Background: an optimization exercise with open tools, aiming at small area. Do not read the settings as production practice.
RTL that was checked went through simulation tests only; none was proved equivalent to the original.
Power figures rest on the tool's default switching activity, not on a simulated workload.

## wip/maple
==> flow/design.v (excerpt) <==
module check_receive_window (
	input clk,
	input rst_n,
	input [63:0] in_tt_data,
	input [7:0] in_tt_ctrl,
	input in_tt_wr,
	input in_buffer_rdy,
	input in_table_wr,
	input [15:0] in_port_number,
	input [15:0] in_buffer_number,
	input [63:0] in_window_start,
	input [63:0] in_window_end,
	input [63:0] in_global_time,
	input [15:0] in_flow_id,
	input in_tt_flag,
	input [15:0] in_tt_length,
	output reg out_tt_flag_clear,
	output [63:0] out_buffer_data,
	output [7:0] out_buffer_ctrl,
	output out_buffer_wr,
	output out_tt_rdy,
	output [3:0] out_switch_port,
	output [3:0] out_switch_buffer,
	output reg out_table_rdy
);
Size: about 1200 cells after synthesis, about 14000 µm² of cells after synthesis.
Settings: LEC_CHECK=0, CAP_MARGIN=0, CORE_MARGIN=2, CORE_UTILIZATION=60, GPL_ROUTABILITY_DRIVEN=0, GPL_TIMING_DRIVEN=0, SLEW_MARGIN=0; clock period 5.0 ns.
standard.sh (not shown) runs the stock make flow with config.mk's settings and CLKGATE_MAP_FILE= SYNTH_SCRIPT=/design/flow/synth_recipe.tcl, a recipe that flattens the netlist after the stock synthesis.
==> flow/flow/run.sh <==
#!/bin/bash
# ORFS layout with an area-oriented ABC mapping, smaller port buffers and a
# leaner clock tree. Everything else is the standard flow (standard.sh).
set -euo pipefail
here=$(pwd)
# copy of the ORFS scripts with only the ABC script replaced
rm -rf "$here/orfs_scripts"
cp -r "$FLOW_HOME/scripts" "$here/orfs_scripts"
cp "$here/flow/abc.script" "$here/orfs_scripts/abc_speed.script"
export SCRIPTS_DIR="$here/orfs_scripts"
export BUFFER_PORTS_ARGS="-buffer_cell sky130_fd_sc_hd__buf_1"
export CTS_ARGS="-sink_clustering_enable -repair_clock_nets -dont_use_dummy_load -buf_list sky130_fd_sc_hd__clkbuf_8 -sink_clustering_size 16 -sink_clustering_max_diameter 80"
bash standard.sh > flow_make.log 2>&1
==> flow/flow/abc.script <==
strash
dch
map -D 3000
strash
dch
map -D 3000
strash
dch
map -D 3000
strash
dch
map -D 3000
strash
dch
map -D 3000
strash
dch
map -D 3000
strash
dch
map -D 3000
strash
dch
map -D 3000
strash
dch
map -D 3000
strash
dch
map -D 3000
strash
dch
map -D 3000
strash
dch
map -D 3000
strash
dch
map -D 3000
strash
dch
map -D 3000
strash
dch
map -D 3000
strash
dch
map -D 3000
strash
dch
map -D 3000
strash
dch
map -D 3000
strash
dch
map -D 3000
strash
dch
map -D 3000
strash
dch
map -D 3000
strash
dch
map -D 3000
strash
dch
map -D 3000
strash
dch
map -D 3000
strash
dch
map -D 3000
strash
dch
map -D 3000
strash
dch
map -D 3000
strash
dch
map -D 3000
strash
dch
map -D 3000
strash
dch
map -D 3000
strash
dch
map -D 3000
strash
dch
map -D 3000
topo
stime -c
buffer -c
upsize -c
dnsize -c
wip/maple: flow completed, timing, DRC and antenna clean
Relative to wip/maple, the following input files were edited for wip/cedar:
- clearing GPL_ROUTABILITY_DRIVEN, which used to be 0
- clearing GPL_TIMING_DRIVEN, which used to be 0
--- a/flow/flow/run.sh
+++ b/flow/flow/run.sh
@@ -12,2 +12,3 @@
 export CTS_ARGS="-sink_clustering_enable -repair_clock_nets -dont_use_dummy_load -buf_list sky130_fd_sc_hd__clkbuf_8 -sink_clustering_size 16 -sink_clustering_max_diameter 80"
+export RECOVER_POWER=100
 bash standard.sh > flow_make.log 2>&1
Findings:
- Every stage of wip/cedar finished as expected; the final checks, on the other hand, flagged capacitance limit, slew limit, which means the layout fails.
- [wip/cedar] global-route wire length before repair fell 4.1% relative to wip/maple
- For the fraction of power consumed by the clock network, wip/cedar came in 0.3 points higher than wip/maple did.
- [compare] base=wip/maple new=wip/cedar: largest net degree at the start of global routing saw an increase; power per cell area saw little to no change; per-cell via count in the routed design saw an increase.
- Diff wip/maple -> wip/cedar: area of combinational cells with multiple inputs lower; area of all placed cells without fillers lower.
- wip/cedar: combinational group share of total power lower than wip/maple
- The sequential share of power in wip/cedar sits 1.7 points above the value recorded for wip/maple.
- The run with more routed wire is wip/maple, not wip/cedar.
The inputs of wip/pepper differ from those of wip/cedar as listed below.
- GPL_TIMING_DRIVEN: unset -> 0
--- a/flow/flow/run.sh
+++ b/flow/flow/run.sh
@@ -12,3 +12,2 @@
 export CTS_ARGS="-sink_clustering_enable -repair_clock_nets -dont_use_dummy_load -buf_list sky130_fd_sc_hd__clkbuf_8 -sink_clustering_size 16 -sink_clustering_max_diameter 80"
-export RECOVER_POWER=100
 bash standard.sh > flow_make.log 2>&1
Findings:
wip/pepper finished every step from synthesis to the final layout, and the layout passed the timing, DRC and antenna checks.
Share of the synthesized area in compound gates (AO/OA/AOI/OAI): wip/pepper vs wip/cedar identical
Going from wip/cedar to wip/pepper, the post-synthesis to final-layout area growth was found to have gone up by 1.4 points.
| global-route met3 utilization | wip/pepper vs wip/cedar | 0.74 points higher |
Looking at antenna diode count, wip/pepper sits 3 lower than wip/cedar does.
Final cell count without fillers on wip/pepper is up relative to wip/cedar.
Changes in wip/zinc relative to wip/pepper:
- GPL_TIMING_DRIVEN removed (was 0)
--- outcome ---
- wip/pepper has higher final non-filler cell area than wip/zinc.
- Final period utilization for wip/zinc: 1.7 points up relative to wip/pepper
- Compared with wip/pepper, wip/zinc shows worst setup slack lower by 84 ps.

---

run X:
Another version of the RTL of check_receive_window (not shown whole).
Size in the first run: roughly 1200 cells after synthesis, roughly 420 I/O pins, about 15000 um^2 of cells after synthesis.
Settings: LEC_CHECK=0, CAP_MARGIN=20, CORE_MARGIN=2, CORE_UTILIZATION=40, SLEW_MARGIN=20; clock period 5.0 ns.
run.sh (not shown) runs the stock make flow with config.mk's settings and CLKGATE_MAP_FILE= SYNTH_SCRIPT=/design/flow/synth_recipe.tcl, a recipe that flattens the netlist after the stock synthesis.
Stock flow here: none of the scripts above is used.
STATUS run=run X STAGES=ALL_DONE FINAL_CHECKS=FAILED CAUSE=negative setup slack
What run H does differently from run X at the input level:
==> flow/flow/run.sh (new file) <==
#!/bin/bash
# Standard ORFS layout with smaller port buffers and a leaner clock tree.
set -euo pipefail
export BUFFER_PORTS_ARGS="-buffer_cell sky130_fd_sc_hd__buf_1"
export CTS_ARGS="-sink_clustering_enable -repair_clock_nets -dont_use_dummy_load"
bash standard.sh > flow_make.log 2>&1
==> flow/standard.sh (new file) <==
#!/bin/bash
# synth_recipe.tcl (not shown) runs the flow's synth.tcl, then flattens the netlist and writes it again
# the make line also repeats each setting of config.mk as NAME=value (left out here)
make -C /OpenROAD-flow-scripts/flow DESIGN_CONFIG=/design/flow/config.mk WORK_HOME=/design/flow/orfs CLKGATE_MAP_FILE= SYNTH_SCRIPT=/design/flow/synth_recipe.tcl "${@:-finish}"
removed: flow/run.sh
==> comparison <==
| via count of the routed design | run X vs run H | ≈ equal |
Across both runs, switching power summed over all nets was lower for run H than for run X.
Run H against run X: non-clock buffer count roughly the same, fmax lower.
| placed cell count | run H vs run X | ≈ equal |
On insertion delay of the later-clocked pin in the worst-skew pair, run H tracks run X almost exactly.
For the worst hold slack, run H came in 9.5 ps lower than run X did.
Complete run, failing final checks: run H, reason negative setup slack.
Function was not checked in any run of this note: the RTL went through the layout flow alone.

---

check_receive_window, a different RTL version from the one above (not shown whole).
Size in the first run: roughly 1,200 cells after synthesis, ~310 flip-flops, roughly 420 I/O pins, about 0.014 mm2 of cells after synthesis.
Settings: LEC_CHECK=0, CAP_MARGIN=0, CORE_MARGIN=2, CORE_UTILIZATION=75, SLEW_MARGIN=0; clock period 5.0 ns.
standard.sh (not shown) runs the stock make flow with config.mk's settings and CLKGATE_MAP_FILE= SYNTH_SCRIPT=/design/flow/synth_recipe.tcl, a recipe that flattens the netlist after the stock synthesis.
==> flow/flow/run.sh <==
#!/bin/bash
# ORFS layout with an area-oriented ABC mapping, smaller port buffers and a
# leaner clock tree. Everything else is the standard flow (standard.sh).
set -euo pipefail
here=$(pwd)
# copy of the ORFS scripts with only the ABC script replaced
rm -rf "$here/orfs_scripts"
cp -r "$FLOW_HOME/scripts" "$here/orfs_scripts"
cp "$here/flow/abc.script" "$here/orfs_scripts/abc_speed.script"
export SCRIPTS_DIR="$here/orfs_scripts"
export BUFFER_PORTS_ARGS="-buffer_cell sky130_fd_sc_hd__buf_1"
export CTS_ARGS="-sink_clustering_enable -repair_clock_nets -dont_use_dummy_load -buf_list sky130_fd_sc_hd__clkbuf_8 -sink_clustering_size 16 -sink_clustering_max_diameter 80"
bash standard.sh > flow_make.log 2>&1
Scripts as last shown in full above: flow/flow/abc.script
The starting point ran to the end with violations: setup timing.
==> next run, changes <==
==> flow/flow/abc.script (replaced) <==
strash
dch
map -D 3000
strash
dch
map -D 3000
topo
stime -c
buffer -c
upsize -c
dnsize -c
Settings changed: CORE_UTILIZATION 75 to 40.
After rerunning:
- The changed run completed with no timing, DRC or antenna violations
- clock-buffer cell count climbs by 2
- global-route usage drops by 20 points
- die area climbs by 87%
- flip-flop and latch count stays the same
- routed wire length drops by 6.5%
- cell area climbs by 2.3%

---

check_receive_window, a different RTL version from the one above (not shown whole).
For scale: roughly 310 flip-flops, roughly 420 I/O pins, roughly 0.015 mm^2 of cells after synthesis.
clock: 5.0 ns
lec_check: 0
cap_margin: 20
core_margin: 2
core_utilization: 40
slew_margin: 20
==> flow/flow/run.sh <==
#!/bin/bash
# ORFS layout with an area-oriented ABC mapping, smaller port buffers and a
# leaner clock tree. Everything else is the standard flow (standard.sh).
set -euo pipefail
here=$(pwd)
# copy of the ORFS scripts with only the ABC script replaced
rm -rf "$here/orfs_scripts"
cp -r "$FLOW_HOME/scripts" "$here/orfs_scripts"
cp "$here/flow/abc.script" "$here/orfs_scripts/abc_speed.script"
export SCRIPTS_DIR="$here/orfs_scripts"
export BUFFER_PORTS_ARGS="-buffer_cell sky130_fd_sc_hd__buf_1"
export CTS_ARGS="-sink_clustering_enable -repair_clock_nets -dont_use_dummy_load"
bash standard.sh > flow_make.log 2>&1
==> flow/flow/abc.script <==
strash
dch
map -D 3000
strash
dch
map -D 3000
topo
stime -c
buffer -c
upsize -c
dnsize -c
The baseline passed the timing, DRC and antenna checks.
Next try:
--- a/flow/flow/run.sh
+++ b/flow/flow/run.sh
@@ -11,3 +11,3 @@
 export BUFFER_PORTS_ARGS="-buffer_cell sky130_fd_sc_hd__buf_1"
-export CTS_ARGS="-sink_clustering_enable -repair_clock_nets -dont_use_dummy_load"
+export CTS_ARGS="-sink_clustering_enable -repair_clock_nets -dont_use_dummy_load -buf_list sky130_fd_sc_hd__clkbuf_16 -sink_clustering_size 30 -sink_clustering_max_diameter 100"
 bash standard.sh > flow_make.log 2>&1
Fmax shrinks by 0.49%.
Setup slack got worse by 0.022 ns.
Routed wire length drops by 1.6%.
Next try:
--- a/flow/flow/run.sh
+++ b/flow/flow/run.sh
@@ -11,3 +11,3 @@
 export BUFFER_PORTS_ARGS="-buffer_cell sky130_fd_sc_hd__buf_1"
-export CTS_ARGS="-sink_clustering_enable -repair_clock_nets -dont_use_dummy_load -buf_list sky130_fd_sc_hd__clkbuf_16 -sink_clustering_size 30 -sink_clustering_max_diameter 100"
+export CTS_ARGS="-sink_clustering_enable -repair_clock_nets -dont_use_dummy_load"
 bash standard.sh > flow_make.log 2>&1
==> flow/flow/abc.script (replaced) <==
strash
&get -n
&fraig -x
&put
scorr
dc2
strash
&get -n
&dch -f
&nf
&put
topo
stime -c
buffer -c
upsize -c
dnsize -c
After rerunning: With this change the flow completed and failed the layout checks on negative setup slack; total power goes up by 15%; first-iteration DRC count goes down by 13%; synthesized cell count goes down by 20%; via count goes down by 9.3%.

---

## run A
RTL: one of the versions met above, not the one the previous note started from.
Size in the first run: roughly 1300 cells after synthesis, ~420 I/O pins, ~14000 µm² of cells after synthesis.
clock: 5.0 ns
lec_check: 0
cap_margin: 0
core_margin: 2
core_utilization: 60
slew_margin: 0
==> flow/flow/run.sh <==
#!/bin/bash
# ORFS layout with an area-oriented ABC mapping, smaller port buffers and a
# leaner clock tree. Everything else is the standard flow (standard.sh).
set -euo pipefail
here=$(pwd)
# copy of the ORFS scripts with only the ABC script replaced
rm -rf "$here/orfs_scripts"
cp -r "$FLOW_HOME/scripts" "$here/orfs_scripts"
cp "$here/flow/abc.script" "$here/orfs_scripts/abc_speed.script"
export SCRIPTS_DIR="$here/orfs_scripts"
export BUFFER_PORTS_ARGS="-buffer_cell sky130_fd_sc_hd__buf_1"
export CTS_ARGS="-sink_clustering_enable -repair_clock_nets -dont_use_dummy_load -buf_list sky130_fd_sc_hd__clkbuf_8 -sink_clustering_size 16 -sink_clustering_max_diameter 80"
bash standard.sh > flow_make.log 2>&1
==> flow/flow/abc.script <==
strash
dch
map -D 3000
strash
dch
map -D 3000
topo
stime -c
buffer -c
upsize -c
dnsize -c
Run A | status: complete | timing, DRC, antenna: pass
### run A -> run B
- CAP_MARGIN changed from 0 to 20
- CORE_UTILIZATION changed from 60 to 40
- SLEW_MARGIN changed from 0 to 20
## What came out
Run B: total power per unit cell area higher than run A
In run B, setup slack is higher than in run A.
Run comparison: run A worst setup path startpoint window_end[4]; run B worst setup path startpoint window_end[5]
The worst slack at placement reported for run B is smaller than that of run A by 5.5 ps.
Maximum number of pins on one net before global-route repair: run B < run A
Run A and run B ended up with nearly the same gate count after technology mapping.
Edits applied to the flow inputs when going from run B to run C:
- CAP_MARGIN now 0, was 20
- CORE_UTILIZATION now 75, was 40
- SLEW_MARGIN now 0, was 20
Notes after the runs:
- From run B to run C the numbers moved as follows: clock-buffer cell count decreased 2; transition time at the pin with the least slew margin fell 65 ps; worst setup skew after layout increased 36 ps; global-route wire length before repair saw little to no change.
- Proportion of cell area occupied by registers ends up lower on run B.
- Compared with run B, run C shows CTS buffer count lower by about 8%.
#### Input delta (run D over run C)
- a change of CORE_UTILIZATION from 75 to 60
diff --git a/flow/flow/run.sh b/flow/flow/run.sh
--- a/flow/flow/run.sh
+++ b/flow/flow/run.sh
@@ -12 +12 @@
-export CTS_ARGS="-sink_clustering_enable -repair_clock_nets -dont_use_dummy_load -buf_list sky130_fd_sc_hd__clkbuf_8 -sink_clustering_size 16 -sink_clustering_max_diameter 80"
+export CTS_ARGS="-sink_clustering_enable -repair_clock_nets -dont_use_dummy_load -buf_list sky130_fd_sc_hd__clkbuf_8 -sink_clustering_size 20 -sink_clustering_max_diameter 60"
- Side by side, area growth from synthesis to layout turned out higher in run D than in run C.
- Area enclosed by the die boundary on run D is behind run C.
- Looking at critical path depth across run D and run C, the one that comes out higher is run C.
- Compared with run C, run D shows non-clock buffer count that has gone up by a few percent.
- Run D reports a lower endpoint arrival time on the critical path than run C does.
- Run D vs run C: total power consumption of the routed design down slightly
- On clock power, run C tracks run D almost exactly.
- Setup slack in run D is 100 ps above run C.
- Summary of run D over run C: combinational power now sits lower, number of global-route vias before repair now sits lower.
Relative to run D, the following input files were edited for run E:
diff --git a/flow/flow/run.sh b/flow/flow/run.sh
--- a/flow/flow/run.sh
+++ b/flow/flow/run.sh
@@ -12 +12 @@
-export CTS_ARGS="-sink_clustering_enable -repair_clock_nets -dont_use_dummy_load -buf_list sky130_fd_sc_hd__clkbuf_8 -sink_clustering_size 20 -sink_clustering_max_diameter 60"
+export CTS_ARGS="-sink_clustering_enable -repair_clock_nets -dont_use_dummy_load -buf_list sky130_fd_sc_hd__clkbuf_8 -sink_clustering_size 16 -sink_clustering_max_diameter 80"
==> flow/flow/abc.script <==
strash
dch
map -D 3000
strash
dch
map -D 3000
strash
dch
map -D 3000
strash
dch
map -D 3000
strash
dch
map -D 3000
strash
dch
map -D 3000
strash
dch
map -D 3000
strash
dch
map -D 3000
strash
dch
map -D 3000
strash
dch
map -D 3000
strash
dch
map -D 3000
strash
dch
map -D 3000
strash
dch
map -D 3000
strash
dch
map -D 3000
strash
dch
map -D 3000
strash
dch
map -D 3000
strash
dch
map -D 3000
strash
dch
map -D 3000
strash
dch
map -D 3000
strash
dch
map -D 3000
strash
dch
map -D 3000
strash
dch
map -D 3000
strash
dch
map -D 3000
strash
dch
map -D 3000
strash
dch
map -D 3000
strash
dch
map -D 3000
strash
dch
map -D 3000
strash
dch
map -D 3000
strash
dch
map -D 3000
strash
dch
map -D 3000
strash
dch
map -D 3000
strash
dch
map -D 3000
topo
stime -c
buffer -c
upsize -c
dnsize -c
[summary]
[compare] base=run D new=run E: total of clock buffers placed in the layout decreased 8.0%, total power decreased 240 µW, global-route wire length before repair decreased about 4%, worst setup slack decreased 200 ps.
In the flow results for run D and run E, the clock power is larger on run D.

port drivers added, routing unchanged:
The results above use ideal ports. As a check the final layouts listed here were re-extracted and re-timed, cells and wires unchanged.
Step 1 sets driving cells, clkbuf_16 on the clock port and buf_2 on the other inputs (assumed; they add their load-dependent delay and slew).
Step 2 times the ports against the registers' clock, not the clock port: input delays grow and output delays shrink by t, the midpoint of the rising clock arrivals with the driver on.
a / b / c = no drivers / after step 1 / after step 2; a / b = the first two.
| run | t (ns) | setup WS [ns] | worst setup path after step 2 | cell pins on the clock port's net |
|---|---|---|---|---|
| wip/maple | 0.570 | 0.359 / 0.359 / 0.359 | register to register | 1 |
| wip/cedar | 0.586 | 0.316 / 0.316 / -0.174 | input to register | 1 |
| wip/pepper | 0.601 | 0.389 / 0.389 / 0.389 | register to register | 1 |
| wip/zinc | 0.581 | 0.305 / 0.305 / 0.305 | register to register | 1 |
| run X | 0.579 | -6.443 / -6.443 / -6.443 | register to register | 1 |
| run H | 0.574 | -6.485 / -6.485 / -6.485 | register to register | 1 |
| the first run of note 3 | 0.568 | -0.064 / -0.064 / -0.064 | register to register | 1 |
| the second run of note 3 | 0.626 | 0.396 / 0.396 / 0.396 | register to register | 1 |
| the first run of note 4 | 0.573 | 0.514 / 0.514 / 0.514 | register to register | 1 |
| the second run of note 4 | 0.552 | 0.493 / 0.493 / 0.493 | register to register | 1 |
| the third run of note 4 | 0.550 | -1.831 / -1.831 / -2.013 | input to register | 1 |
| run A | 0.583 | 0.325 / 0.325 / 0.325 | register to register | 1 |
| run B | 0.627 | 0.391 / 0.391 / 0.391 | register to register | 1 |
| run C | 0.589 | 0.217 / 0.217 / 0.217 | register to register | 1 |
| run D | 0.602 | 0.319 / 0.319 / 0.319 | register to register | 1 |
| run E | 0.569 | 0.116 / 0.116 / 0.116 | register to register | 1 |
The setup slack of wip/cedar, which loses most, moves by 0.000 ns with the drivers and by -0.490 ns with both steps.
